Context: an optimization exercise on an open-source flow, tuned for small area. The choices shown serve that exercise and are no tape-out recipe. Only simulation tests tie the RTL to the original design; equivalence was not proved. Power is estimated from default activity; no workload was simulated.

[flow/design.v]
module GameOfLife (
    init_board,
    start,
    clk,
    rst,
    game_board,
    game_board_initialized
);
parameter ROW = 4;
parameter COL = 6;
input [ROW*COL-1:0] init_board;
input clk, rst, start;
output reg [ROW*COL-1:0] game_board;
output reg game_board_initialized;
wire [ROW*COL-1:0] next_board;
genvar i;
generate
    for (i = 0; i < ROW*COL; i = i + 1) begin : cell_next
        wire [3:0] alive_neighbours_count = alive_neighbors(index2row(i), index2col(i));
        wire basis_of_living = alive_neighbours_count == 3;
        wire cons_of_being_alive = game_board[i] && alive_neighbours_count == 2;
        assign next_board[i] = basis_of_living || cons_of_being_alive;
    end
endgenerate
always @(posedge clk) begin
    if (rst) begin
        game_board_initialized <= 0;
        game_board <= {ROW*COL{1'b0}};
    end else if (start) begin
        if (~game_board_initialized) begin
            game_board <= init_board;
            game_board_initialized <= 1;
        end else begin
            game_board <= next_board;
        end
    end else begin
        game_board_initialized <= 0;
    end
end
function [3:0] alive_neighbors;
    input [$clog2(ROW)-1:0] row;
    input [$clog2(COL)-1:0] col;
    reg [$clog2(ROW)-1:0] row_back;
    reg [$clog2(ROW)-1:0] row_forward;
    reg [$clog2(COL)-1:0] col_back;
    reg [$clog2(COL)-1:0] col_forward; begin
        row_back = row == 0 ? ROW - 1 : row - 1;
        row_forward = row == ROW-1 ? 0 : row + 1;
        col_back = col == 0 ? COL-1 : col - 1;
        col_forward = col == COL-1 ? 0 : col + 1;
        alive_neighbors = 0;
        alive_neighbors = alive_neighbors + game_board[point2index(row_back, col_back)];
        alive_neighbors = alive_neighbors + game_board[point2index(row_back, col)];
        alive_neighbors = alive_neighbors + game_board[point2index(row_back, col_forward)];
        alive_neighbors = alive_neighbors + game_board[point2index(row, col_back)];
        alive_neighbors = alive_neighbors + game_board[point2index(row, col_forward)];
        alive_neighbors = alive_neighbors + game_board[point2index(row_forward, col_back)];
        alive_neighbors = alive_neighbors + game_board[point2index(row_forward, col)];
        alive_neighbors = alive_neighbors + game_board[point2index(row_forward, col_forward)];
    end   
endfunction
function [$clog2(ROW)-1:0] index2row;
    input [$clog2(COL*ROW)-1:0] index; begin
        index2row = index / COL;
    end
endfunction
function [$clog2(COL)-1:0] index2col;
    input [$clog2(COL*ROW)-1:0] index; begin
        index2col = index % COL;
    end
endfunction
function [$clog2(COL*ROW)-1:0] point2index;
    input [$clog2(ROW)-1:0] row;
    input [$clog2(COL)-1:0] col; begin
        point2index = (row*COL + col);
    end
endfunction
endmodule
module GameOfLifeInterface (
    run,
    write_read_not, 
    serial_in, 
    clk,
    rst,
    serial_out
);
parameter ROW = 24;
parameter COL = 24;
input run, write_read_not, serial_in, clk, rst;
output reg serial_out;
reg [ROW*COL-1:0] game_board_initial;
wire [ROW*COL-1:0] game_board;
reg [3:1] read_write_state;  
reg game_start;
GameOfLife #(
    .ROW(ROW),
    .COL(COL)
) game(
    .init_board(game_board_initial),
    .start(game_start),
    .clk(clk),
    .rst(rst),
    .game_board(game_board),
    .game_board_initialized()
);
reg [ROW*COL-1:0] temp_game_board;
always @(posedge clk) begin
    if (rst) begin
        temp_game_board = {ROW*COL{1'b0}};
        read_write_state = 3'b001;
        game_start <= 0;
        serial_out <= 0;
    end else if (~run) begin
        game_start <= 0;
        if (read_write_state[1] || (read_write_state[2] && ~write_read_not) || (read_write_state[3] && write_read_not)) begin
            if (read_write_state[1]) begin
                temp_game_board = game_board;
            end
            read_write_state[1] = 0;
            read_write_state[2] = write_read_not;
            read_write_state[3] = ~write_read_not;
        end
        if (read_write_state[2]) begin
            temp_game_board = temp_game_board >> 1;
            temp_game_board[ROW*COL-1] = serial_in;
        end else begin
            serial_out <= temp_game_board[0];
            temp_game_board = temp_game_board >> 1;
        end
    end else begin
        game_board_initial <= temp_game_board;
        read_write_state = 3'b001;
        game_start <= 1;
    end
end
endmodule
[flow/constraint.sdc]
create_clock -name core_clock -period 8.0 [get_ports {clk}]
set_input_delay 1.6000 -clock core_clock [delete_from_list [all_inputs] [get_ports {clk}]]
set_output_delay 1.6000 -clock core_clock [all_outputs]
set_load 0.01 [all_outputs]
[flow/config.mk]
export PLATFORM = sky130hd
export DESIGN_NAME = GameOfLifeInterface
export DESIGN_NICKNAME = GameOfLifeInterface
export VERILOG_FILES = /design/flow/design.v
export SDC_FILE = /design/flow/constraint.sdc
export NUM_CORES = 4
export LEC_CHECK = 0
export CAP_MARGIN = 20
export CORE_MARGIN = 2
export CORE_UTILIZATION = 40
export SLEW_MARGIN = 20
[flow/run.sh]
#!/bin/bash
# synth_recipe.tcl (not shown) runs the flow's synth.tcl, then flattens the netlist and writes it again
# the make line also repeats each setting of config.mk as NAME=value (left out here)
make -C /OpenROAD-flow-scripts/flow DESIGN_CONFIG=/design/flow/config.mk WORK_HOME=/design/flow/orfs CLKGATE_MAP_FILE= SYNTH_SCRIPT=/design/flow/synth_recipe.tcl finish
==> out/metrics.yaml, run 1 <==
power_and_ir_drop:
  p_seq_share_pct: 32.9
  p_sw_share_pct: 36.2
  comb_power_share_pct: 34.0
  power_density_nw_per_um2: 173
  p_int_uw: 19800
  p_switching_uw: 11200
  leakage_uw: 0.0844
  total_power_uw: 31100
  ir_drop_mv: 0.164
  clkPwrFrac_pct: 33.1
setup_path:
  r2r_cells: 11
  critPathArrivalTime_ps: 5030
  r2r_setup_slack_ps: 3790
  r2r_start: "game.game_board[171]"
  critical_path.max_fanout: 8
  critPathCaptureType: "register"
  start_kind: "register"
  critPathKind: "reg -> reg"
  r2r_end: "game.game_board[170]"
  worst_ep_required_time_ps: 8830
placement:
  portBuffers: 5
  dpl.hpwl_um: 299000
  place_inst: 22300
  gp_congestion: 0.824
die:
  fp.dieW_um: 650
  core_um2: 416000
  start_util_pct: 40.1
  dieArea_um2: 423000
  die_h_um: 650
  num_rows: 237
  io_pins: 6
cts:
  hold_buffers: 0
  ctsResizeCount: 0
  cts_buffers: 212
  cts_sinks: 1734
  clk_pin_slew_ps: 60
  clk_path_buf_depth: 4
  htreeDepth: 4
  clk_latency_ps: 940
  clock-root-buffer: "clkbuf_16"
  cts_tree: "yes"
  post-cts-setup-buffers: 0
worst_hold_path:
  hold_end: "game_board_initial[568]"
  worstHoldPathType: "reg -> reg"
  worstHoldPathCells: 0
  hold_start: "temp_game_board[568]"
timing:
  worstMarginPinSlew_ps: 1080
  max_freq_ghz: 0.238
  final.setup_skew_ps: 60.2
  period_minus_slack_ps: 4210
  max_slew_margin_pct: 28.0
  setup-violations-final: 0
  post-route-period-util_pct: 52.6
  finalHoldViolations: 0
  rsz0062_at_grt: "false"
  slew_violations: 0
yosys:
  seq_area_frac_synth_pct: 24.2
  syn-num-nets: 21300
  synth_edf_count: 576
  ys_top_cells_by_area: "fa_1, dfxtp_1, ha_1"
  yosysTopAreaCellShare_pct: 27.6
  async_reset_ff_share_pct: 0
  synth_top_area_cell: "fa_1"
  syn_avg_cell_area_um2: 9.67
  synth_warnings: 2
  synth.distinct_cells: 29
  synth_commonest_cells: "inv_1, fa_1, nor2_1"
  yosysMostFrequentCell: "inv_1"
  ys_seq_elements: 1734
  netlist_area_um2: 167000
  synth_ff_type: "dfxtp_1"
  netlist_instances: 17300
drt:
  dr.pass1.iters: 6
  num_vias: 116000
  wire_per_inst_um: 18.7
  drt_wl_total_um: 423000
  vias_per_cell: 5.14
  antenna_left: 0
  drt_iter0_drc: 6925
  drc: 0
layout:
  drive_gt1_share_pct: 3.04
  post-route-util_pct: 43.2
  finalNonFillerCells: 22600
  nFillCells: 39800
  syn2layout_area_growth_pct: 7.58
  final_net_count: 21000
global_route:
  grt_max_degree: 187
  grt_usage_pct: 20.2
  overflow: 0
  grt_pass1_wl_um: 684000
  antenna_found_initial: 1
  grt_pass1_vias: 120000
flow_run:
  max_cap_violations: 0
status:
  status: "timing/DRC/antenna clean"
==> registers in the layout (all words and copies together), names as in the netlist <==
name / count
game.game_board: 576
game.game_board_initialized: 1
game_start: 1
game_board_initial: 576
read_write_state: 3
serial_out: 1
temp_game_board: 576
==> layout by cell type (no fill, tap or decap), types with 2 or more instances in the layout <==
master           instances
clkdlybuf4s50_1          3
o21ai_0                196
o221ai_1               160
bufinv_16               21
ha_1                  1728
inv_1                 4381
a211o_1                189
inv_16                   2
nor3_1                   2
buf_8                    2
clkinv_8                 2
buf_4                   38
clkbuf_16              217
buf_12                  35
nor2_1                2107
clkinv_1                10
o211ai_1               227
a2111oi_0               89
mux2i_1                576
o22ai_1                189
clkinvlp_4               5
dfxtp_4                  3
nand2b_1               736
o21ai_1                220
a311oi_1               388
edfxtp_1               576
fa_1                  2303
a2111oi_2              100
clkbuf_1                41
a21oi_1                964
a211oi_1               387
clkbuf_8                44
dfxtp_1               1155
clkinv_2                48
==> cell families (layout without fill, tap and decap cells) <==
logic type,Yosys count,after routing,synth area share (%)
buffers and inverters,4958,4851,11.4
adder cells (fa/ha/maj),4031,4031,40.6
AO/OA/AOI/OAI,3110,3110,12.8
AND/OR/NAND/NOR,2849,2849,7.52
flip-flops,1734,1734,24.2
multiplexers,576,576,3.45
other,0,1,0
==> power groups by stage <==
stage	logic [uW]	registers (uW)	clock network, uW
6_report	10600	10200	10300
5_1_grt	12500	10300	10800
2_1_floorplan	8220	10100	0
4_1_cts	10700	10200	10500
3_3_place_gp	10200	10400	0
3_5_place_dp	10600	10400	0
==> critical path: stages (launching register included) <==
cell       delay, ps
dfxtp_1          690
inv_1            370
fa_1             570
fa_1             550
inv_1             50
fa_1             450
inv_1             80
fa_1             390
nand2b_1         150
a2111oi_0        550
o22ai_1          170
nor2_1           110
==> how the worst max path moves through the flow <==
stage / startpoint / end / slack, ps / depth (start not counted)
2_1_floorplan: rst / game_board_initial[0] / -3040 / 5
3_3_place_gp: run / game_board_initial[333] / 3760 / 5
3_5_place_dp: run / game_board_initial[356] / 3740 / 5
6_report: game.game_board[171] / game.game_board[170] / 3790 / 11
5_1_grt: game.game_board[121] / game.game_board[144] / 3530 / 11
4_1_cts: game.game_board[450] / game.game_board[474] / 3800 / 11
==> through the flow <==
step	hold WS (ps)	setup WS [ps]	cell area, um2	setup TNS, ps
after floorplan	430	-3040	167000	-1752610
after global placement	433	3760	172000	0
after detailed placement	440	3740	172000	0
after CTS	434	3800	180000	0
after global routing	443	3530	180000	0
final	427	3790	180000	0
==> routing by layer <==
layer	routed length, um	global-route usage, %	share of wire (%)	vias up
met5	0	0	0	-
li1	-	-	-	55300
met1	198000	28.4	47	58500
met2	200000	34.0	47	2187
met3	17200	1.71	4.1	497
met4	8190	4.04	1.9	0
==> layout make-up <==
cell class	instances	area, um2	share of cell area [%]
clock buffer	302	6190	3.45
multi-input combinational	10600	107000	59.9
antenna	1	2.50	0.00139
sequential	1734	40500	22.5
timing repair buffer	78	1050	0.582
tap	5497	6880	3.83
clock inverter	90	1040	0.577
inverter	4381	16400	9.16
==> run 2: changes to the inputs <==
==> flow/design.v (replaced) <==
module GameOfLife (
    clk,
    ld,
    gen,
    hold,
    init_board,
    game_board
);
parameter ROW = 24;
parameter COL = 24;
localparam N = ROW*COL;
input clk, ld, gen, hold;
input [N-1:0] init_board;
output reg [N-1:0] game_board;
wire [N-1:0] vs, vk;
wire [N-1:0] next_board;
genvar r, c;
generate
    for (r = 0; r < ROW; r = r + 1) begin : row
        for (c = 0; c < COL; c = c + 1) begin : col
            localparam integer RU = (r + ROW - 1) % ROW;
            localparam integer RD = (r + 1) % ROW;
            localparam integer CL = (c + COL - 1) % COL;
            localparam integer CR = (c + 1) % COL;
            wire a = game_board[RU*COL + c];
            wire b = game_board[r*COL + c];
            wire d = game_board[RD*COL + c];
            assign vs[r*COL + c] = a ^ b ^ d;
            assign vk[r*COL + c] = (a & b) | (a & d) | (b & d);
        end
    end
    for (r = 0; r < ROW; r = r + 1) begin : row2
        for (c = 0; c < COL; c = c + 1) begin : col2
            localparam integer CL = (c + COL - 1) % COL;
            localparam integer CR = (c + 1) % COL;
            wire s0 = vs[r*COL + CL], s1 = vs[r*COL + c], s2 = vs[r*COL + CR];
            wire k0 = vk[r*COL + CL], k1 = vk[r*COL + c], k2 = vk[r*COL + CR];
            wire a = s0 ^ s1 ^ s2;
            wire b = (s0 & s1) | (s0 & s2) | (s1 & s2);
            wire d = k0 ^ k1 ^ k2;
            wire e = (k0 & k1) | (k0 & k2) | (k1 & k2);
            wire ctr = game_board[r*COL + c];
            wire t3 = a & (b ^ d) & ~e;
            wire t4 = ~a & ((b & d & ~e) | (~b & ~d & e));
            assign next_board[r*COL + c] = t3 | (ctr & t4);
        end
    end
endgenerate
always @(posedge clk)
    game_board <= ({N{gen}} & next_board) | ({N{ld}} & init_board) | ({N{hold}} & game_board);
endmodule
module GameOfLifeInterface (
    run,
    write_read_not,
    serial_in,
    clk,
    rst,
    serial_out
);
parameter ROW = 24;
parameter COL = 24;
localparam N = ROW*COL;
input run, write_read_not, serial_in, clk, rst;
output reg serial_out;
reg [N-1:0] sr;         
wire [N-1:0] board;     
reg run1;               
reg run2;               
reg m_init;             
reg m_write;            
wire go = ~rst;
wire b_gen  = go & run2;
wire b_ld   = go & run1 & ~run2;
wire b_hold = go & ~run1;
GameOfLife #(.ROW(ROW), .COL(COL)) game (
    .clk(clk),
    .ld(b_ld),
    .gen(b_gen),
    .hold(b_hold),
    .init_board(sr),
    .game_board(board)
);
wire s_hold  = go & run;
wire s_shift = go & ~run & ~m_init;
wire s_load  = go & ~run & m_init;
wire top_in  = go & ~run & write_read_not & serial_in;
always @(posedge clk) begin
    sr <= ({N{s_hold}} & sr)
        | ({N{s_shift}} & {1'b0, sr[N-1:1]})
        | ({N{s_load}} & {1'b0, board[N-1:1]})
        | {top_in, {N-1{1'b0}}};
    if (rst) begin
        run1 <= 1'b0;
        run2 <= 1'b0;
        m_init <= 1'b1;
        m_write <= 1'b0;
        serial_out <= 1'b0;
    end else begin
        run1 <= run;
        run2 <= run & run1;
        if (run) begin
            m_init <= 1'b1;
        end else begin
            m_init <= 1'b0;
            m_write <= write_read_not;
            if (~write_read_not)
                serial_out <= m_init ? board[0] : sr[0];
        end
    end
end
endmodule
==> run 2 against run 1 <==
Synthesized cell count shrank 12%. Utilization shrank 0.47 points. Combinational power grew 73%. Via count shrank 14%. Worst setup slack gained 760 ps. Total power grew 4.5%. Still clean. Design area shrank 23%. Critical path type unchanged.
==> out/metrics.yaml, run 2 <==
die:
  dieArea_um2: 330000
  core_um2: 324000
  fp.dieW_um: 574
  die_h_um: 574
  io_pins: 6
  start_util_pct: 40.1
  num_rows: 209
placement:
  gp_congestion: 0.831
  place_inst: 18900
  placed_area_um2: 133000
  dpl.hpwl_um: 248000
  portBuffers: 5
yosys:
  synth_top_area_cell: "dfxtp_1"
  syn-num-nets: 18100
  yosysTopAreaCellShare_pct: 17.8
  netlist_area_um2: 130000
  syn_avg_cell_area_um2: 8.57
  synth_commonest_cells: "inv_1, ha_1, nor2_1"
  synth_warnings: 2
  synth_ff_type: "dfxtp_1"
  async_reset_ff_share_pct: 0
  synth.distinct_cells: 44
  synth_edf_count: 0
  yosysMostFrequentCell: "inv_1"
  ys_seq_elements: 1156
  netlist_instances: 15200
  ys_top_cells_by_area: "dfxtp_1, fa_1, ha_1"
  seq_area_frac_synth_pct: 17.8
layout:
  finalNonFillerCells: 19200
  drive_gt1_share_pct: 4.46
  nFillCells: 32200
  final_area_um2: 138000
  final_cell_mix: "inv_1, ha_1, nor2_1"
  layout_commonest_cell: "inv_1"
  syn2layout_area_growth_pct: 6.36
  final_net_count: 17700
worst_hold_path:
  hold_start: "serial_out"
  worstHoldPathType: "reg -> reg"
setup_path:
  cp_slowest_cell: "buf_4"
  critical_path.max_fanout: 99
  r2r_setup_slack_ps: 4550
  r2r_end: "game.game_board[245]"
  start_kind: "register"
  startpoint: "run1"
  cp-endpoint: "game.game_board[245]"
  crit_buf_inv: 2
  crit_family: "buffers and inverters"
  r2r_start: "run1"
  cp_common_cell: "buf_4"
  crit_chain: "buf_4, buf_4, o221ai_1, o21ba_2"
  critPathKind: "reg -> reg"
  r2r_cells: 4
  critPathArrivalTime_ps: 4140
  worst_ep_required_time_ps: 8690
  max_stage_delay_ps: 950
  critPathCaptureType: "register"
  cp.depth: 4
timing:
  finalHoldViolations: 0
  period_minus_slack_ps: 3450
  tns_ps: 0
  max_freq_ghz: 0.290
  final.setup_skew_ps: 46.6
  rsz0062_at_grt: "false"
  worstMarginPinSlew_ps: 1240
  setup-violations-final: 0
  max_slew_margin_pct: 17.1
  slew_violations: 0
  post-route-period-util_pct: 43.1
drt:
  vias_per_cell: 5.22
  drt_wl_total_um: 327000
  antenna_left: 0
  wire_per_inst_um: 17.0
  num_vias: 100000
  drt_iter0_drc: 5123
  dr.pass1.iters: 8
  drc: 0
power_and_ir_drop:
  p_sw_share_pct: 44.1
  power_density_nw_per_um2: 235
  p_switching_uw: 14300
  p_seq_share_pct: 21.5
  comb_power_share_pct: 56.5
  ir_drop_mv: 0.166
  clkPwrFrac_pct: 22.1
  leakage_uw: 0.0649
  p_int_uw: 18200
cts:
  post-cts-setup-buffers: 0
  hold_buffers: 0
  cts_sinks: 1156
  htreeDepth: 4
  cts_buffers: 161
  clk_path_buf_depth: 4
  clk_pin_slew_ps: 60
  cts_tree: "yes"
  ctsResizeCount: 0
  clock-root-buffer: "clkbuf_16"
  clk_latency_ps: 840
global_route:
  grt_pass1_vias: 101000
  grt_pass1_wl_um: 535000
  overflow: 0
  grt_max_degree: 247
  grt_usage_pct: 19.7
  antenna_found_initial: 1
flow_run:
  max_cap_violations: 0
status:
  status: "timing/DRC/antenna clean"
[run 2: how the worst min path moves through the flow]
stage	depth (start not counted)	end	slack, ps
floorplan	2	sr[115]	480
global placement	2	sr[266]	490
detailed placement	2	serial_out	490
CTS	2	game.game_board[385]	500
global route	2	sr[148]	530
finish	2	serial_out	500
[run 2: power by group through the flow]
stage	sequential [uW]	clock, uW	combinational [uW]
CTS	6980	7360	18400
global route	7050	7580	21400
floorplan	6810	0	14300
detailed placement	7110	0	18200
finish	6970	7160	18300
global placement	7100	0	17700
[run 2: metal layers]
layer	GRT usage [%]	share of wire (%)	vias to the layer above
li1	-	-	49900
met1	26.2	47	48800
met2	35.0	49	1291
met3	1.67	2.8	328
met4	3.80	1.7	0
met5	0	0	-
[run 2: final cells by class]
cell class | instances | area, um2 | area share (%)
tap | 4325 | 5410 | 3.91
timing repair buffer | 56 | 767 | 0.554
clock inverter | 35 | 340 | 0.246
antenna | 1 | 2.50 | 0.00181
multi-input combinational | 11000 | 95000 | 68.7
inverter | 2378 | 8930 | 6.45
sequential | 1156 | 23200 | 16.7
clock buffer | 236 | 4740 | 3.43
[run 2: kinds of logic (layout without fill, tap and decap cells)]
group | count (synthesis) | count (layout) | synth area share, %
and+or+nand+nor | 3702 | 3702 | 12.5
buffers and inverters | 2996 | 2705 | 9.18
adders and majority gates | 2881 | 2881 | 34.2
AOI/OAI and AO/OA | 2706 | 2706 | 13.5
DFF | 1156 | 1156 | 17.8
muxes | 1138 | 1138 | 8.77
xor gates and xnor gates | 598 | 598 | 4.03
other | 0 | 1 | 0
[run 2: tightest hold or removal path: stages (launching register included)]
cell and delay, ps:
dfxtp_1 310, nor2_1 90, a211oi_1 50
[run 2: through the flow]
| step | total power [uW] | util, % | hold WS (ps) | setup slack, ps |
|---|---|---|---|---|
| after global placement | 24800 | 41.1 | 487 | 4050 |
| final | 32500 | 42.7 | 498 | 4550 |
| after floorplan | 21100 | - | 476 | 5460 |
| after CTS | 32700 | 42.7 | 500 | 4570 |
| after global routing | 36000 | 42.7 | 530 | 4320 |
| after detailed placement | 25300 | 41.1 | 492 | 4090 |
==> run 3: changes to the inputs <==
==> flow/design.v (replaced) <==
module GameOfLife (
    clk,
    hold,
    ld,
    gen,
    init_board,
    game_board,
    board_d
);
parameter ROW = 24;
parameter COL = 24;
localparam N = ROW*COL;
input clk, hold, ld, gen;
input [N-1:0] init_board;
output reg [N-1:0] game_board;
output [N-1:0] board_d;
wire [N-1:0] vs, vk;
wire [N-1:0] next_board;
genvar r, c;
generate
    for (r = 0; r < ROW; r = r + 1) begin : row
        for (c = 0; c < COL; c = c + 1) begin : col
            localparam integer RU = (r + ROW - 1) % ROW;
            localparam integer RD = (r + 1) % ROW;
            wire a = game_board[RU*COL + c];
            wire b = game_board[r*COL + c];
            wire d = game_board[RD*COL + c];
            assign vs[r*COL + c] = a ^ b ^ d;
            assign vk[r*COL + c] = (a & b) | (d & (a ^ b));
        end
    end
    for (r = 0; r < ROW; r = r + 1) begin : row2
        for (c = 0; c < COL; c = c + 1) begin : col2
            localparam integer RU = (r + ROW - 1) % ROW;
            localparam integer RD = (r + 1) % ROW;
            localparam integer CL = (c + COL - 1) % COL;
            localparam integer CR = (c + 1) % COL;
            wire s0 = vs[r*COL + CL], s2 = vs[r*COL + CR];
            wire k0 = vk[r*COL + CL], k2 = vk[r*COL + CR];
            wire up = game_board[RU*COL + c], dn = game_board[RD*COL + c];
            wire ctr = game_board[r*COL + c];
            wire p = s0 ^ s2 ^ up;
            wire q = (s0 & s2) | (s0 & up) | (s2 & up);
            wire n0 = p ^ dn;
            wire rr = p & dn;
            wire u = k0 ^ k2 ^ q;
            wire v = (k0 & k2) | (k0 & q) | (k2 & q);
            assign next_board[r*COL + c] = ~v & (u ^ rr) & (n0 | ctr);
        end
    end
endgenerate
assign board_d = ({N{gen}} & next_board) | ({N{ld}} & init_board) | ({N{hold}} & game_board);
always @(posedge clk)
    game_board <= board_d;
endmodule
module GameOfLifeInterface (
    run,
    write_read_not,
    serial_in,
    clk,
    rst,
    serial_out
);
parameter ROW = 24;
parameter COL = 24;
localparam N = ROW*COL;
input run, write_read_not, serial_in, clk, rst;
output reg serial_out;
reg [N-1:0] sr;         
wire [N-1:0] board;     
wire [N-1:0] board_d;   
wire [N-1:0] sr_d;      
reg run1;               
reg run2;               
reg m_init;             
reg s_hold, s_shift, s_load;
reg t_hold, t_val;      
reg b_hold, b_ld, b_gen;
reg early;              
reg phase;              
wire p0 = ~run1;
wire p1 = run1 & ~run2;
wire p2 = run2;
wire top = write_read_not & serial_in;
always @(posedge clk) begin
    s_hold <= 1'b0; s_shift <= 1'b0; s_load <= 1'b0;
    t_hold <= 1'b0; t_val <= 1'b1;
    b_hold <= 1'b0; b_ld <= 1'b0; b_gen <= 1'b0;
    early <= 1'b0;
    if (rst) begin
        phase <= 1'b1;
    end else if (run) begin
        if (p0 & ~phase) begin
            b_ld <= 1'b1;
            s_load <= 1'b1;
            early <= 1'b1;
            phase <= 1'b1;
        end else begin
            b_hold <= p0 | (p1 & early);
            b_ld <= p1 & ~early;
            b_gen <= p2;
            s_hold <= 1'b1;
            t_hold <= 1'b1;
            phase <= ~phase;
        end
    end else begin
        b_hold <= p0 | (p1 & early);
        b_ld <= p1 & ~early;
        b_gen <= p2;
        if (m_init & ~(p1 & early)) begin
            s_load <= 1'b1;
            t_val <= top ^ 1'b1;
            phase <= 1'b1;
        end else begin
            s_hold <= m_init;
            s_shift <= ~m_init;
            t_val <= top ^ ~phase;
            phase <= ~phase;
        end
    end
    if (rst) begin
        run1 <= 1'b0;
        run2 <= 1'b0;
        m_init <= 1'b1;
        serial_out <= 1'b0;
    end else begin
        run1 <= run;
        run2 <= run & run1;
        m_init <= run;
        if (~run & ~write_read_not)
            serial_out <= m_init ? (early ? board[0] : board_d[0]) : (sr_d[0] ^ phase);
    end
end
GameOfLife #(.ROW(ROW), .COL(COL)) game (
    .clk(clk),
    .hold(b_hold),
    .ld(b_ld),
    .gen(b_gen),
    .init_board(sr),
    .game_board(board),
    .board_d(board_d)
);
assign sr_d[N-2:0] = ~(({N-1{s_hold}} & sr[N-2:0])
                     | ({N-1{s_shift}} & sr[N-1:1])
                     | ({N-1{s_load}} & board[N-1:1]));
assign sr_d[N-1] = t_hold ? ~sr[N-1] : t_val;
always @(posedge clk)
    sr <= sr_d;
endmodule
--- a/flow/config.mk
+++ b/flow/config.mk
@@ -7,5 +7,8 @@
 export LEC_CHECK = 0
 export CAP_MARGIN = 20
 export CORE_MARGIN = 2
-export CORE_UTILIZATION = 40
+export CORE_UTILIZATION = 50
+export CTS_BUF_LIST = sky130_fd_sc_hd__clkbuf_16
+export CTS_CLUSTER_DIAMETER = 80
+export CTS_CLUSTER_SIZE = 24
 export SLEW_MARGIN = 20
==> run 3 against run 2 <==
Still clean. Total power shrank 14%. Via count is 40% lower. Register-to-register slack improved by 430 ps. Sequential power increased by 21%. Fmax grew 5.4%. Clock skew is 13 ps lower. Highest routed layer unchanged.
==> out/metrics.yaml, run 3 <==
cts:
  cts_tree: "yes"
  clk_path_buf_depth: 3
  htreeDepth: 3
  hold_buffers: 0
  clk_latency_ps: 760
  cts_sinks: 1166
  clk_pin_slew_ps: 90
  post-cts-setup-buffers: 0
  clock-root-buffer: "clkbuf_16"
  cts_buffers: 92
  ctsResizeCount: 0
setup_path:
  crit_family: "buffers and inverters"
  critPathCaptureType: "output port"
  start_kind: "register"
  max_stage_delay_ps: 560
  critPathKind: "reg -> out"
  critical_path.max_fanout: 2
  critPathArrivalTime_ps: 1670
  crit_buf_inv: 1
  worst_ep_required_time_ps: 6400
  cp_slowest_cell: "clkdlybuf4s50_1"
  crit_chain: "clkdlybuf4s50_1"
die:
  core_um2: 179000
  die_h_um: 429
  fp.dieW_um: 429
  io_pins: 6
  dieArea_um2: 184000
  start_util_pct: 50.5
  num_rows: 155
status:
  status: "timing/DRC/antenna clean"
timing:
  max_freq_ghz: 0.306
  rsz0062_at_grt: "false"
  worstMarginPinSlew_ps: 1080
  setup-violations-final: 0
  post-route-period-util_pct: 40.9
  period_minus_slack_ps: 3270
  whs_ps: 442
  final.setup_skew_ps: 33.7
  slew_violations: 0
  finalHoldViolations: 0
  max_slew_margin_pct: 28.2
  tns_ps: 0
placement:
  gp_congestion: 0.820
  portBuffers: 5
  place_inst: 9076
  dpl.hpwl_um: 172000
drt:
  dr.pass1.iters: 13
  drt_wl_total_um: 237000
  antenna_left: 0
  vias_per_cell: 6.52
  wire_per_inst_um: 25.6
  num_vias: 60300
  drt_iter0_drc: 6882
  drc: 0
layout:
  nFillCells: 15300
  multi_input_area_um2: 64300
  final_net_count: 9124
  layout_commonest_cell: "fa_1"
  finalNonFillerCells: 9250
  final_cell_mix: "fa_1, dfxtp_1, a22oi_1, ha_1, a222oi_1"
  ff_latch_area_um2: 23400
  post-route-util_pct: 53.5
  syn2layout_area_growth_pct: 6.02
  drive_gt1_share_pct: 3.08
yosys:
  ys_seq_elements: 1166
  seq_area_frac_synth_pct: 25.9
  syn-num-nets: 9374
  synth_commonest_cells: "fa_1, dfxtp_1, a22oi_1, ha_1, a222oi_1"
  synth_warnings: 2
  ys_top_cells_by_area: "fa_1, dfxtp_1, ha_1"
  netlist_area_um2: 90300
  syn_avg_cell_area_um2: 12.8
  netlist_instances: 7065
  async_reset_ff_share_pct: 0
  yosysTopAreaCellShare_pct: 38.3
  synth_top_area_cell: "fa_1"
  synth.distinct_cells: 27
  synth_edf_count: 0
  yosysMostFrequentCell: "fa_1"
  synth_ff_type: "dfxtp_1"
power_and_ir_drop:
  p_int_uw: 16000
  leakage_uw: 0.0388
  p_sw_share_pct: 43.0
  clkPwrFrac_pct: 19.2
  p_switching_uw: 12000
  comb_power_share_pct: 50.8
  ir_drop_mv: 0.172
  power_density_nw_per_um2: 293
  p_seq_share_pct: 30.0
  total_power_uw: 28000
flow_run:
  max_cap_violations: 0
worst_hold_path:
  worstHoldPathType: "reg -> reg"
global_route:
  grt_usage_pct: 26.3
  antenna_found_initial: 1
  grt_pass1_vias: 64100
  grt_pass1_wl_um: 382000
  grt_max_degree: 189
  overflow: 0
-- run 3: cell types whose count changed in the layout (fill, tap and decap cells not counted), sizes merged, moves of 598 or more --
| cell | previous run | this run |
|---|---|---|
| mux2i | 1120 | 1 |
| ha | 1751 | 576 |
| nor2 | 1730 | 487 |
| fa | 1130 | 1728 |
| inv | 2380 | 343 |
| o21ai | 952 | 100 |
| a21oi | 752 | 4 |
| nand2 | 897 | 5 |
-- run 3: kinds of logic after synthesis --
| group | after synthesis | synth area share, % |
|---|---|---|
| buffers and inverters | 682 | 2.86 |
| xor gates and xnor gates | 577 | 5.60 |
| adders and majority gates | 2304 | 46.3 |
| and+or+nand+nor | 500 | 2.11 |
| AOI/OAI and AO/OA | 1835 | 17.2 |
| DFF | 1166 | 25.9 |
| muxes | 1 | 0.0111 |
-- run 3: power by group through the flow --
stage	registers [uW]	clock network (uW)	logic, uW
3_3_place_gp	8520	0	13500
2_1_floorplan	7830	0	11500
3_5_place_dp	8560	0	14300
4_1_cts	8420	5510	14500
6_report	8420	5390	14200
5_1_grt	8600	5700	16600
-- run 3: final timing paths --
path	start	slack, ps	endpoint	depth (start not counted)
worst max-delay path	serial_out	4730	serial_out	1
worst min-delay path	t_val	440	sr[575]	2
worst max register to register	game.game_board[23]	4980	serial_out	7
worst min register to register	t_val	440	sr[575]	2
-- run 3: layout make-up --
class                   instances  share of cell area [%]
diodes                          1                 0.00262
clock buffers                  93                    2.43
clock inverters                80                    1.18
inverters                     298                    1.18
multi-input cells            5217                    67.2
flip-flops and latches       1166                    24.4
well taps                    2355                    3.08
repair buffers                 40                   0.484
-- run 3: metal layers --
| metal | GRT usage [%] | wire, um | up-vias | share of wire [%] |
|---|---|---|---|---|
| met2 | 42.7 | 113000 | 1850 | 48 |
| met1 | 38.1 | 105000 | 31900 | 44 |
| met3 | 3.39 | 14200 | 245 | 6.0 |
| met5 | 0 | 0 | - | 0 |
| li1 | - | - | 26300 | - |
| met4 | 4.95 | 4350 | 0 | 1.8 |
-- run 3: stage by stage --
| step | cell area (um2) | setup slack (ps) |
|---|---|---|
| after floorplan | 90300 | 5320 |
| after global placement | 92200 | 4920 |
| after detailed placement | 92200 | 4930 |
| after CTS | 95700 | 4670 |
| after global routing | 95700 | 4660 |
| final | 95700 | 4730 |
==> run 4: changes to the inputs <==
--- a/flow/config.mk
+++ b/flow/config.mk
@@ -7,8 +7,8 @@
 export LEC_CHECK = 0
 export CAP_MARGIN = 20
 export CORE_MARGIN = 2
-export CORE_UTILIZATION = 50
+export CORE_UTILIZATION = 45
 export CTS_BUF_LIST = sky130_fd_sc_hd__clkbuf_16
-export CTS_CLUSTER_DIAMETER = 80
-export CTS_CLUSTER_SIZE = 24
+export CTS_CLUSTER_DIAMETER = 60
+export CTS_CLUSTER_SIZE = 16
 export SLEW_MARGIN = 20
==> run 4 against run 3 <==
Wire length up 1.1%. Design area up 1.7%. Clock skew up 7.9 ps. Critical path type is now reg -> reg. Critical endpoint is now game.game_board[372].
==> out/metrics.yaml, run 4 <==
layout:
  finalNonFillerCells: 9636
  final_cell_mix: "fa_1, dfxtp_1, a22oi_1, ha_1, a222oi_1"
  ff_latch_area_um2: 23400
  final_net_count: 9174
  multi_input_area_um2: 64300
  nFillCells: 17400
  layout_commonest_cell: "fa_1"
  syn2layout_area_growth_pct: 7.84
  drive_gt1_share_pct: 4.10
  final_area_um2: 97300
yosys:
  syn_avg_cell_area_um2: 12.8
  ys_top_cells_by_area: "fa_1, dfxtp_1, ha_1"
  synth_ff_type: "dfxtp_1"
  synth_top_area_cell: "fa_1"
  seq_area_frac_synth_pct: 25.9
  synth.distinct_cells: 27
  ys_seq_elements: 1166
  synth_warnings: 2
  async_reset_ff_share_pct: 0
  yosysMostFrequentCell: "fa_1"
  synth_edf_count: 0
  netlist_area_um2: 90300
  yosysTopAreaCellShare_pct: 38.3
  synth_commonest_cells: "fa_1, dfxtp_1, a22oi_1, ha_1, a222oi_1"
  syn-num-nets: 9374
  netlist_instances: 7065
cts:
  cts_sinks: 1166
  clk_pin_slew_ps: 70
  hold_buffers: 0
  clock-root-buffer: "clkbuf_16"
  cts_buffers: 137
  htreeDepth: 4
  clk_latency_ps: 800
  post-cts-setup-buffers: 0
  cts_tree: "yes"
  clk_path_buf_depth: 3
  ctsResizeCount: 0
drt:
  antenna_left: 0
  drt_iter0_drc: 6616
  wire_per_inst_um: 24.8
  drc: 0
  drt_wl_total_um: 239000
  vias_per_cell: 6.32
  num_vias: 60900
  dr.pass1.iters: 10
die:
  die_h_um: 452
  dieArea_um2: 204000
  io_pins: 6
  start_util_pct: 45.2
  core_um2: 199000
  num_rows: 164
  fp.dieW_um: 452
timing:
  final.setup_skew_ps: 41.6
  post-route-period-util_pct: 43.5
  worst_slack_ps: 4520
  worstMarginPinSlew_ps: 1080
  slew_violations: 0
  max_freq_ghz: 0.288
  whs_ps: 446
  finalHoldViolations: 0
  tns_ps: 0
  rsz0062_at_grt: "false"
  period_minus_slack_ps: 3480
  max_slew_margin_pct: 27.7
  setup-violations-final: 0
placement:
  post-place-ws_ps: 4600
  gp_congestion: 0.819
  dpl.hpwl_um: 174000
  place_inst: 9382
  portBuffers: 5
  placed_area_um2: 92600
setup_path:
  cp_common_cell: "buf_4"
  worst_ep_required_time_ps: 8620
  critPathArrivalTime_ps: 4100
  max_stage_delay_ps: 870
  r2r_end: "game.game_board[372]"
  critical_path.max_fanout: 140
  critPathKind: "reg -> reg"
  r2r_start: "b_gen"
  r2r_setup_slack_ps: 4520
  cp_slowest_cell: "buf_4"
  crit_chain: "inv_8, buf_4, buf_4, o41ai_1"
  r2r_cells: 4
  startpoint: "b_gen"
  cp-endpoint: "game.game_board[372]"
  start_kind: "register"
  critPathCaptureType: "register"
global_route:
  antenna_found_initial: 1
  grt_pass1_vias: 66300
  grt_max_degree: 178
  grt_pass1_wl_um: 388000
  overflow: 0
  grt_usage_pct: 24.0
status:
  status: "timing/DRC/antenna clean"
power_and_ir_drop:
  ir_drop_mv: 0.260
  leakage_uw: 0.0395
  power_density_nw_per_um2: 302
flow_run:
  max_cap_violations: 0
worst_hold_path:
  worstHoldPathType: "reg -> reg"
[run 4: cell counts after synthesis]
Identical to the previous run, type by type.
[run 4: area by class of cell]
class	count	share of cell area [%]
antenna	1	0.00257
clock inverter	109	1.16
multi-input combinational	5217	66.1
tap	2656	3.41
timing repair buffer	45	0.460
inverter	298	1.16
clock buffer	144	3.70
sequential	1166	24.0
[run 4: power breakdown]
group          total (uW)  leakage [uW]  switching, uW  internal, uW
clock network        6690       0.00232           2930          3760
logic               14300        0.0275           7420          6840
registers            8430       0.00969           1850          6580
[run 4: how the worst min path moves through the flow]
stage | from | to | slack, ps | depth (start not counted)
2_1_floorplan | t_val | sr[575] | 410 | 2
3_3_place_gp | t_val | sr[575] | 420 | 2
3_5_place_dp | t_hold | sr[575] | 430 | 1
4_1_cts | t_hold | sr[575] | 440 | 1
5_1_grt | t_val | sr[575] | 470 | 2
6_report | t_val | sr[575] | 450 | 2
[run 4: per-stage QoR]
step           utilization, %  total power [uW]
2_1_floorplan               -             19300
3_3_place_gp             46.4             22000
3_5_place_dp             46.4             22900
4_1_cts                  48.8             29800
5_1_grt                  48.8             32300
6_report                 48.8             29400
[run 4: cells by family (layout without fill, tap and decap cells)]
logic type                 count (synthesis)  count (layout)  synth area share (%)
AOI/OAI and AO/OA                       1835            1835                  17.2
xor gates and xnor gates                 577             577                  5.60
adders and majority gates               2304            2304                  46.3
buffers and inverters                    682             596                  2.86
DFF                                     1166            1166                  25.9
muxes                                      1               1                0.0111
other                                      0               1                     0
and+or+nand+nor                          500             500                  2.11
[run 4: worst max-delay path, delay by kind of cell (launching register included)]
kind            cells  cell delay, ps
compound gates      1             190
buf+inv             3            2410
flops               1             530
[run 4: routing by layer]
layer | track usage (%) | wire length, um | part of all wire, %
met5 | 0 | 0 | 0
met4 | 5.39 | 4540 | 1.9
met3 | 2.68 | 12900 | 5.4
met2 | 40.3 | 118000 | 49
met1 | 33.5 | 104000 | 43
==> run 5: changes to the inputs <==
--- a/flow/config.mk
+++ b/flow/config.mk
@@ -7,8 +7,8 @@
 export LEC_CHECK = 0
 export CAP_MARGIN = 20
 export CORE_MARGIN = 2
-export CORE_UTILIZATION = 45
+export CORE_UTILIZATION = 50
 export CTS_BUF_LIST = sky130_fd_sc_hd__clkbuf_16
-export CTS_CLUSTER_DIAMETER = 60
-export CTS_CLUSTER_SIZE = 16
+export CTS_CLUSTER_DIAMETER = 90
+export CTS_CLUSTER_SIZE = 28
 export SLEW_MARGIN = 20
==> run 5 against run 4 <==
Clock power down 33%. Via count shrank 1.2%. Sequential power about the same. Critical path depth shrank 3. Clock skew fell by 7.7 ps. Critical path type is now reg -> out. Critical endpoint is now serial_out. Register-to-register slack improved by 410 ps. Worst setup slack gained 260 ps. Design area decreased by 2.6%.
==> out/metrics.yaml, run 5 <==
yosys:
  syn_avg_cell_area_um2: 12.8
  async_reset_ff_share_pct: 0
  syn-num-nets: 9374
  seq_area_frac_synth_pct: 25.9
  synth_ff_type: "dfxtp_1"
  synth_commonest_cells: "fa_1, dfxtp_1, a22oi_1, ha_1, a222oi_1"
  ys_top_cells_by_area: "fa_1, dfxtp_1, ha_1"
  synth.distinct_cells: 27
  synth_edf_count: 0
  yosysMostFrequentCell: "fa_1"
  ys_seq_elements: 1166
  netlist_instances: 7065
  yosysTopAreaCellShare_pct: 38.3
  synth_warnings: 2
  synth_top_area_cell: "fa_1"
  netlist_area_um2: 90300
flow_run:
  max_cap_violations: 0
layout:
  finalNonFillerCells: 9209
  syn2layout_area_growth_pct: 5.04
  final_cell_mix: "fa_1, dfxtp_1, a22oi_1, ha_1, a222oi_1"
  drive_gt1_share_pct: 2.44
  final_net_count: 9104
  layout_commonest_cell: "fa_1"
timing:
  max_freq_ghz: 0.310
  finalHoldViolations: 0
  max_slew_margin_pct: 26.9
  setup-violations-final: 0
  post-route-period-util_pct: 40.3
  final.setup_skew_ps: 33.9
  whs_ps: 416
  period_minus_slack_ps: 3220
  tns_ps: 0
  rsz0062_at_grt: "false"
  worstMarginPinSlew_ps: 1100
  slew_violations: 0
global_route:
  grt_max_degree: 189
  overflow: 0
  grt_pass1_wl_um: 381000
  grt_usage_pct: 26.2
  grt_use_met2_pct: 42.7
  top_usage_layer: "met2"
  met1_usage_pct: 38.1
  grtUsageMet3_pct: 3.31
  antenna_found_initial: 1
  grt_pass1_vias: 64000
cts:
  hold_buffers: 0
  clk_path_buf_depth: 3
  post-cts-setup-buffers: 0
  htreeDepth: 3
  clk_pin_slew_ps: 100
  ctsResizeCount: 0
  clock-root-buffer: "clkbuf_16"
  cts_buffers: 72
  cts_sinks: 1166
  clk_latency_ps: 730
  cts_tree: "yes"
setup_path:
  crit_family: "buffers and inverters"
  crit_chain: "clkdlybuf4s50_1"
  crit_buf_inv: 1
  critical_path.max_fanout: 2
  critPathArrivalTime_ps: 1620
  critPathCaptureType: "output port"
  worst_ep_required_time_ps: 6400
  critPathKind: "reg -> out"
  cp_slowest_cell: "clkdlybuf4s50_1"
  start_kind: "register"
  max_stage_delay_ps: 560
drt:
  drt_wl_total_um: 236000
  vias_per_cell: 6.53
  antenna_left: 0
  dr.pass1.iters: 13
  drt_iter0_drc: 6775
  wire_per_inst_um: 25.6
  num_vias: 60200
  drc: 0
power_and_ir_drop:
  ir_drop_mv: 0.147
  power_density_nw_per_um2: 286
  comb_power_share_pct: 52.5
  clkPwrFrac_pct: 16.5
  p_sw_share_pct: 43.1
  p_int_uw: 15400
  p_switching_uw: 11700
  p_seq_share_pct: 31.0
  leakage_uw: 0.0384
die:
  num_rows: 155
  dieArea_um2: 184000
  io_pins: 6
  fp.dieW_um: 429
  core_um2: 179000
  start_util_pct: 50.5
  die_h_um: 429
placement:
  place_inst: 9076
  gp_congestion: 0.820
  dpl.hpwl_um: 172000
  portBuffers: 5
worst_hold_path:
  worstHoldPathType: "reg -> reg"
status:
  status: "timing/DRC/antenna clean"
run 5: cell count changes in the layout (fill, tap and decap cells not counted), sizes merged:
cell      change
clkinv       -14
clkinvlp     -11
buf           -5
inv          -22
bufinv        -5
clkbuf       -69
run 5: cell type report:
class	count	area [um2]
multi-input combinational	5217	64300
clock inverter	57	693
clock buffer	75	1880
tap	2355	2950
fill	15400	84000
antenna	1	2.50
inverter	298	1130
sequential	1166	23400
timing repair buffer	40	463
run 5: worst register-to-register path: stages (launching register included):
cell     delay (ps)
dfxtp_1         580
fa_1            550
fa_1            460
fa_1            450
xnor2_1         170
o41ai_1         360
a21oi_1         160
nor4_2          250
run 5: through the flow:
step	cell area [um2]	utilization [%]	worst slack, ps	total power (uW)
final	94800	53.0	4780	27100
after detailed placement	92200	51.6	4930	22900
after CTS	94800	53.0	4730	27500
after global routing	94800	53.0	4720	30000
after floorplan	90300	-	5320	19300
after global placement	92200	51.6	4920	22000
run 5: power by group through the flow:
stage          Clock (uW)  Sequential [uW]  Combinational [uW]
6_report             4480             8420               14200
5_1_grt              4770             8600               16600
4_1_cts              4590             8420               14500
3_5_place_dp            0             8560               14300
3_3_place_gp            0             8520               13500
2_1_floorplan           0             7830               11500
run 5: kinds of logic after synthesis:
logic type,after synthesis,share of synthesized area [%]
buffers and inverters,682,2.86
XOR/XNOR,577,5.60
adder cells (fa/ha/maj),2304,46.3
AND/OR/NAND/NOR,500,2.11
flip-flops,1166,25.9
AO/OA/AOI/OAI,1835,17.2
multiplexers,1,0.0111
run 5: metal layers:
metal,wire length (um),vias to the layer above
met4,3830,0
met1,104000,31900
li1,-,26200
met3,14300,208
met5,0,-
met2,113000,1863
run 5: final timing paths:
check / from / slack (ps) / cells after the start / end
setup / recovery: serial_out / 4780 / 1 / serial_out
hold / removal: t_val / 420 / 2 / sr[575]
setup reg to reg: game.game_board[23] / 4930 / 7 / serial_out
hold reg to reg: t_val / 420 / 2 / sr[575]
==> run 6: changes to the inputs <==
==> flow/flow/run.sh (new file) <==
#!/bin/bash
# The standard layout (the standard.sh: ORFS synthesis to finish) with one
# change: clock tree synthesis runs without dummy loads, with larger sink
# clusters on clkbuf_16. The whole output goes to flow.log in this folder;
# ORFS keeps each step's own log under orfs/logs/.
set -euo pipefail
CTS="-sink_clustering_enable -repair_clock_nets -sink_clustering_size 24 -sink_clustering_max_diameter 80 -buf_list sky130_fd_sc_hd__clkbuf_16 -dont_use_dummy_load"
bash standard.sh "CTS_ARGS=$CTS" finish > flow.log 2>&1
==> flow/standard.sh (new file) <==
#!/bin/bash
# synth_recipe.tcl (not shown) runs the flow's synth.tcl, then flattens the netlist and writes it again
# the make line also repeats each setting of config.mk as NAME=value (left out here)
make -C /OpenROAD-flow-scripts/flow DESIGN_CONFIG=/design/flow/config.mk WORK_HOME=/design/flow/orfs CLKGATE_MAP_FILE= SYNTH_SCRIPT=/design/flow/synth_recipe.tcl "${@:-finish}"
--- a/flow/config.mk
+++ b/flow/config.mk
@@ -9,6 +9,6 @@
 export CORE_MARGIN = 2
 export CORE_UTILIZATION = 50
 export CTS_BUF_LIST = sky130_fd_sc_hd__clkbuf_16
-export CTS_CLUSTER_DIAMETER = 90
-export CTS_CLUSTER_SIZE = 28
+export CTS_CLUSTER_DIAMETER = 80
+export CTS_CLUSTER_SIZE = 24
 export SLEW_MARGIN = 20
removed: flow/run.sh
==> run 6 against run 5 <==
Still clean. Combinational power about the same. Die area stayed put. Via count about the same. Critical endpoint unchanged.
==> out/metrics.yaml, run 6 <==
die:
  dieArea_um2: 184000
  num_rows: 155
  fp.dieW_um: 429
  start_util_pct: 50.5
  die_h_um: 429
  core_um2: 179000
  io_pins: 6
yosys:
  synthMuxAreaShare_pct: 0.0111
  seq_area_frac_synth_pct: 25.9
  netlist_instances: 7065
  ys_top_cells_by_area: "fa_1, dfxtp_1, ha_1"
  ys_seq_elements: 1166
  synth_xor_area_share_pct: 5.60
  syn_avg_cell_area_um2: 12.8
  synth.distinct_cells: 27
  synth_edf_count: 0
  synth_commonest_cells: "fa_1, dfxtp_1, a22oi_1, ha_1, a222oi_1"
  syn-num-nets: 9374
  synthAdderAreaFrac_pct: 46.3
  synth_compound_area_share_pct: 17.2
  async_reset_ff_share_pct: 0
  netlist_area_um2: 90300
  synth_ff_type: "dfxtp_1"
  yosysTopAreaCellShare_pct: 38.3
  synth_top_family_by_area: "adder cells"
  yosysMostFrequentCell: "fa_1"
  synth-simple-area-share_pct: 2.11
  synth_warnings: 2
  synth_top_area_cell: "fa_1"
setup_path:
  cp.depth: 1
  critPathArrivalTime_ps: 1650
  cp_slowest_cell: "clkdlybuf4s50_1"
  crit_buf_inv: 1
  critPathCaptureType: "output port"
  max_stage_delay_ps: 560
  worst_ep_required_time_ps: 6400
  start_kind: "register"
  critPathKind: "reg -> out"
  crit_chain: "clkdlybuf4s50_1"
  critical_path.max_fanout: 2
  crit_family: "buffers and inverters"
  r2r_cells: 3
layout:
  final_net_count: 9124
  finalNonFillerCells: 9169
  syn2layout_area_growth_pct: 4.74
  layout_commonest_cell: "fa_1"
  final_cell_mix: "fa_1, dfxtp_1, a22oi_1, ha_1, a222oi_1"
  drive_gt1_share_pct: 1.98
cts:
  htreeDepth: 3
  clock-root-buffer: "clkbuf_16"
  ctsResizeCount: 0
  clk_path_buf_depth: 3
  clk_latency_ps: 750
  clk_pin_slew_ps: 90
  cts_buffers: 92
  hold_buffers: 0
  post-cts-setup-buffers: 0
  cts_sinks: 1166
  cts_tree: "yes"
global_route:
  grt_pass1_wl_um: 381000
  antenna_found_initial: 1
  grt_usage_pct: 26.2
  grt_pass1_vias: 64000
  overflow: 0
  grt_max_degree: 189
timing:
  setup-violations-final: 0
  final.setup_skew_ps: 75.3
  finalHoldViolations: 0
  max_slew_margin_pct: 27.7
  slew_violations: 0
  tns_ps: 0
  rsz0062_at_grt: "false"
  max_freq_ghz: 0.307
  post-route-period-util_pct: 40.7
  worstMarginPinSlew_ps: 1080
  period_minus_slack_ps: 3250
  whs_ps: 447
drt:
  num_vias: 60200
  wire_per_inst_um: 25.8
  drc: 0
  dr.pass1.iters: 13
  drt_wl_total_um: 237000
  antenna_left: 0
  drt_iter0_drc: 6717
  vias_per_cell: 6.56
power_and_ir_drop:
  ir_drop_mv: 0.176
  power_density_nw_per_um2: 285
  leakage_uw: 0.0383
worst_hold_path:
  worstHoldPathType: "reg -> reg"
  worstHoldPathCells: 2
placement:
  portBuffers: 5
  gp_congestion: 0.820
  place_inst: 9076
  dpl.hpwl_um: 172000
flow_run:
  max_cap_violations: 0
status:
  status: "timing/DRC/antenna clean"
## run 6: cell counts after synthesis
No cell type changed its count.
## run 6: stage by stage
stage	instance area [um2]	setup WS [ps]	util (%)	power (uW)
2_1_floorplan	90300	5320	-	19300
3_3_place_gp	92200	4920	51.6	22000
3_5_place_dp	92200	4930	51.6	22900
4_1_cts	94500	4690	52.9	27300
5_1_grt	94500	4680	52.9	29800
6_report	94500	4750	52.9	26900
## run 6: cells by family (layout without fill, tap and decap cells)
group	Yosys count	in the layout
AO/OA/AOI/OAI	1835	1835
XOR/XNOR	577	577
adder cells (fa/ha/maj)	2304	2304
buffers and inverters	682	430
flip-flops	1166	1166
multiplexers	1	1
other	0	1
AND/OR/NAND/NOR	500	500
## run 6: area by class of cell
class                           count  area, um2
Clock buffer                       92       2300
Fill cell                       15400      84300
Multi-Input combinational cell   5217      64300
Timing Repair Buffer               40        463
Antenna cell                        1       2.50
Sequential cell                  1166      23400
Inverter                          298       1130
Tap cell                         2355       2950
## run 6: power breakdown
part	total (uW)	switching, uW	internal [uW]
clock	4260	2240	2020
combinational	14200	7400	6830
sequential	8420	1850	6570
total	26900	11500	15400
## run 6: path summary, 6_finish.rpt
| path | to | start | slack, ps |
|---|---|---|---|
| hold reg to reg | sr[575] | t_val | 450 |
| setup reg to reg | sr[397] | s_hold | 4920 |
| hold / removal | sr[575] | t_val | 450 |
| setup / recovery | serial_out | serial_out | 4750 |
## run 6: layer usage
metal / up-vias / share of wire [%] / global-route usage (%)
li1: 26200 / - / -
met1: 31800 / 44 / 38.1
met2: 1906 / 48 / 42.7
met3: 255 / 6.0 / 3.20
met4: 0 / 1.9 / 5.04
met5: - / 0 / 0
==> run 7: changes to the inputs <==
==> flow/flow/run.sh (replaced) <==
#!/bin/bash
# The standard layout (the standard.sh: ORFS synthesis to finish) with one
# change: clock tree synthesis runs without dummy loads, with larger sink
# clusters on clkbuf_16. The whole output goes to flow.log in this folder;
# ORFS keeps each step's own log under orfs/logs/.
set -euo pipefail
CTS="-sink_clustering_enable -repair_clock_nets -sink_clustering_size 30 -sink_clustering_max_diameter 90 -buf_list sky130_fd_sc_hd__clkbuf_16 -dont_use_dummy_load"
bash standard.sh "CTS_ARGS=$CTS" finish > flow.log 2>&1
--- a/flow/config.mk
+++ b/flow/config.mk
@@ -7,8 +7,5 @@
 export LEC_CHECK = 0
 export CAP_MARGIN = 20
 export CORE_MARGIN = 2
-export CORE_UTILIZATION = 50
-export CTS_BUF_LIST = sky130_fd_sc_hd__clkbuf_16
-export CTS_CLUSTER_DIAMETER = 80
-export CTS_CLUSTER_SIZE = 24
+export CORE_UTILIZATION = 55
 export SLEW_MARGIN = 20
==> run 7 against run 6 <==
Design area fell by 0.82%. Sequential share of layout area rose by 0.20 points. Area after synthesis did not move. Count of clock-buffer cells in the layout fell by 20. Critical path depth rose by 3. Total power fell by 2.0%. Cell count fell by 2.2%. First-iteration DRC count rose by 3.3%. Utilization rose by 4.7 points. Largest power group unchanged.
==> out/metrics.yaml, run 7 <==
yosys:
  seq_area_frac_synth_pct: 25.9
  yosysTopAreaCellShare_pct: 38.3
  syn-num-nets: 9374
  ys_top_cells_by_area: "fa_1, dfxtp_1, ha_1"
  synth_commonest_cells: "fa_1, dfxtp_1, a22oi_1, ha_1, a222oi_1"
  async_reset_ff_share_pct: 0
  synth_edf_count: 0
  ys_seq_elements: 1166
  syn_avg_cell_area_um2: 12.8
  yosysMostFrequentCell: "fa_1"
  synth_top_area_cell: "fa_1"
  synth.distinct_cells: 27
  netlist_instances: 7065
  synth_ff_type: "dfxtp_1"
  synth_warnings: 2
  netlist_area_um2: 90300
drt:
  drt_iter0_drc: 6936
  antenna_left: 0
  dr.pass1.iters: 13
  vias_per_cell: 6.69
  wire_per_inst_um: 26.2
  drc: 0
  drt_wl_total_um: 235000
  num_vias: 59900
die:
  dieArea_um2: 167000
  die_h_um: 409
  start_util_pct: 55.4
  io_pins: 6
  num_rows: 148
  fp.dieW_um: 409
  core_um2: 163000
placement:
  portBuffers: 5
  placed_area_um2: 92000
  dpl.hpwl_um: 171000
  gp_congestion: 0.799
cts:
  cts_sinks: 1166
  clk_path_buf_depth: 3
  hold_buffers: 0
  post-cts-setup-buffers: 0
  clock-root-buffer: "clkbuf_16"
  clk_latency_ps: 710
  cts_tree: "yes"
  ctsResizeCount: 0
  cts_buffers: 72
  clk_pin_slew_ps: 100
  htreeDepth: 3
power_and_ir_drop:
  ir_drop_mv: 0.194
  power_density_nw_per_um2: 281
  leakage_uw: 0.0380
  total_power_uw: 26400
timing:
  final.setup_skew_ps: 67.1
  period_minus_slack_ps: 3400
  post-route-period-util_pct: 42.4
  slew_violations: 0
  rsz0062_at_grt: "false"
  tns_ps: 0
  max_slew_margin_pct: 16.5
  finalHoldViolations: 0
  worstMarginPinSlew_ps: 1250
  setup-violations-final: 0
  max_freq_ghz: 0.294
global_route:
  grt_usage_pct: 28.9
  overflow: 0
  grt_pass1_wl_um: 381000
  grt_max_degree: 173
  grt_pass1_vias: 64200
  antenna_found_initial: 0
layout:
  post-route-util_pct: 57.6
  insertedDiodeCount: 0
  layout_commonest_cell: "fa_1"
  syn2layout_area_growth_pct: 3.88
  nFillCells: 13400
  final_cell_mix: "fa_1, dfxtp_1, a22oi_1, ha_1, a222oi_1"
  drive_gt1_share_pct: 1.65
  final_area_um2: 93800
  final_net_count: 9101
setup_path:
  critPathArrivalTime_ps: 3910
  worst_ep_required_time_ps: 8510
  critical_path.max_fanout: 117
  critPathKind: "reg -> reg"
  critPathCaptureType: "register"
  start_kind: "register"
status:
  status: "timing/DRC/antenna clean"
flow_run:
  max_cap_violations: 0
worst_hold_path:
  worstHoldPathType: "reg -> reg"
-- run 7: logic make-up after synthesis --
logic type	share of synthesized area, %
muxes	0.0111
and+or+nand+nor	2.11
DFF	25.9
buffers and inverters	2.86
adders and majority gates	46.3
AOI/OAI and AO/OA	17.2
xor gates and xnor gates	5.60
-- run 7: critical path: stages, from the launching register on --
cell     delay, ps
dfxtp_4        540
inv_8          750
buf_4          850
buf_4          810
o41ai_1        190
-- run 7: layer usage --
layer | track usage (%) | wire (um) | share of wire [%] | up-vias
met2 | 47.1 | 113000 | 48 | 1821
met5 | 0 | 0 | 0 | -
met1 | 42.4 | 105000 | 45 | 31700
met4 | 5.28 | 4090 | 1.7 | 0
li1 | - | - | - | 26200
met3 | 2.92 | 13000 | 5.5 | 233
-- run 7: path summary, 6_finish.rpt --
check                            from  cells past startpoint                    to  slack [ps]
worst max-delay path            b_gen                      4  game.game_board[337]        4600
worst max register to register  b_gen                      4  game.game_board[337]        4600
worst min-delay path            t_val                      2               sr[575]         450
worst min register to register  t_val                      2               sr[575]         450
-- run 7: cell type report --
cell class | instances | area, um2 | area share, %
sequential | 1166 | 23400 | 24.9
tap | 2175 | 2720 | 2.90
inverter | 298 | 1130 | 1.20
multi-input combinational | 5217 | 64300 | 68.6
clock buffer | 72 | 1800 | 1.92
timing repair buffer | 37 | 415 | 0.443
-- run 7: per-stage QoR --
stage,hold slack (ps),std cells,setup slack (ps)
floorplan,414,7065,5320
global placement,421,8893,4640
detailed placement,431,8893,4580
CTS,445,8965,4580
global route,478,8965,4440
finish,446,8965,4600
-- run 7: report_power, final --
group	switching [uW]	total, uW	internal (uW)
clock	2110	3720	1610
combinational	7390	14200	6830
sequential	1860	8430	6570

## separate check: timing with driven ports
In the flow no input, the clock included, has a driving cell. The finished layouts below were timed again as built, in two steps.
Step 1 sets driving cells, clkbuf_16 on the clock port and buf_2 on the other inputs (assumed; they add their load-dependent delay and slew).
Step 2 also shifts input and output timing later by t, the mid clock arrival at the registers, as if the neighbouring blocks saw the same clock.
Slacks: ideal ports / drivers / drivers and shift; pairs: ideal ports / drivers.
run | shift t [ns] | setup slack, ns | worst setup path after step 2 | clock arrival spread, ns | worst register clock-pin slew, ns
run 1 | 1.004 | 3.792 / 3.792 / 3.646 | input to register | 0.075 / 0.075 | 0.07 / 0.07
run 2 | 0.917 | 4.552 / 4.552 / 4.108 | input to register | 0.056 / 0.056 | 0.06 / 0.06
run 3 | 0.819 | 4.730 / 4.654 / 4.982 | register to register | 0.040 / 0.041 | 0.10 / 0.10
run 4 | 0.869 | 4.524 / 4.524 / 4.524 | register to register | 0.052 / 0.051 | 0.08 / 0.08
run 5 | 0.788 | 4.779 / 4.699 / 4.935 | register to register | 0.042 / 0.042 | 0.11 / 0.11
run 6 | 0.786 | 4.746 / 4.670 / 4.919 | register to register | 0.089 / 0.089 | 0.10 / 0.10
run 7 | 0.761 | 4.604 / 4.604 / 4.604 | register to register | 0.076 / 0.076 | 0.12 / 0.12
After both steps every run listed still meets setup and hold. For run 2, which loses most, drivers alone change the setup slack by 0.000 ns; drivers and shift together by -0.444 ns.
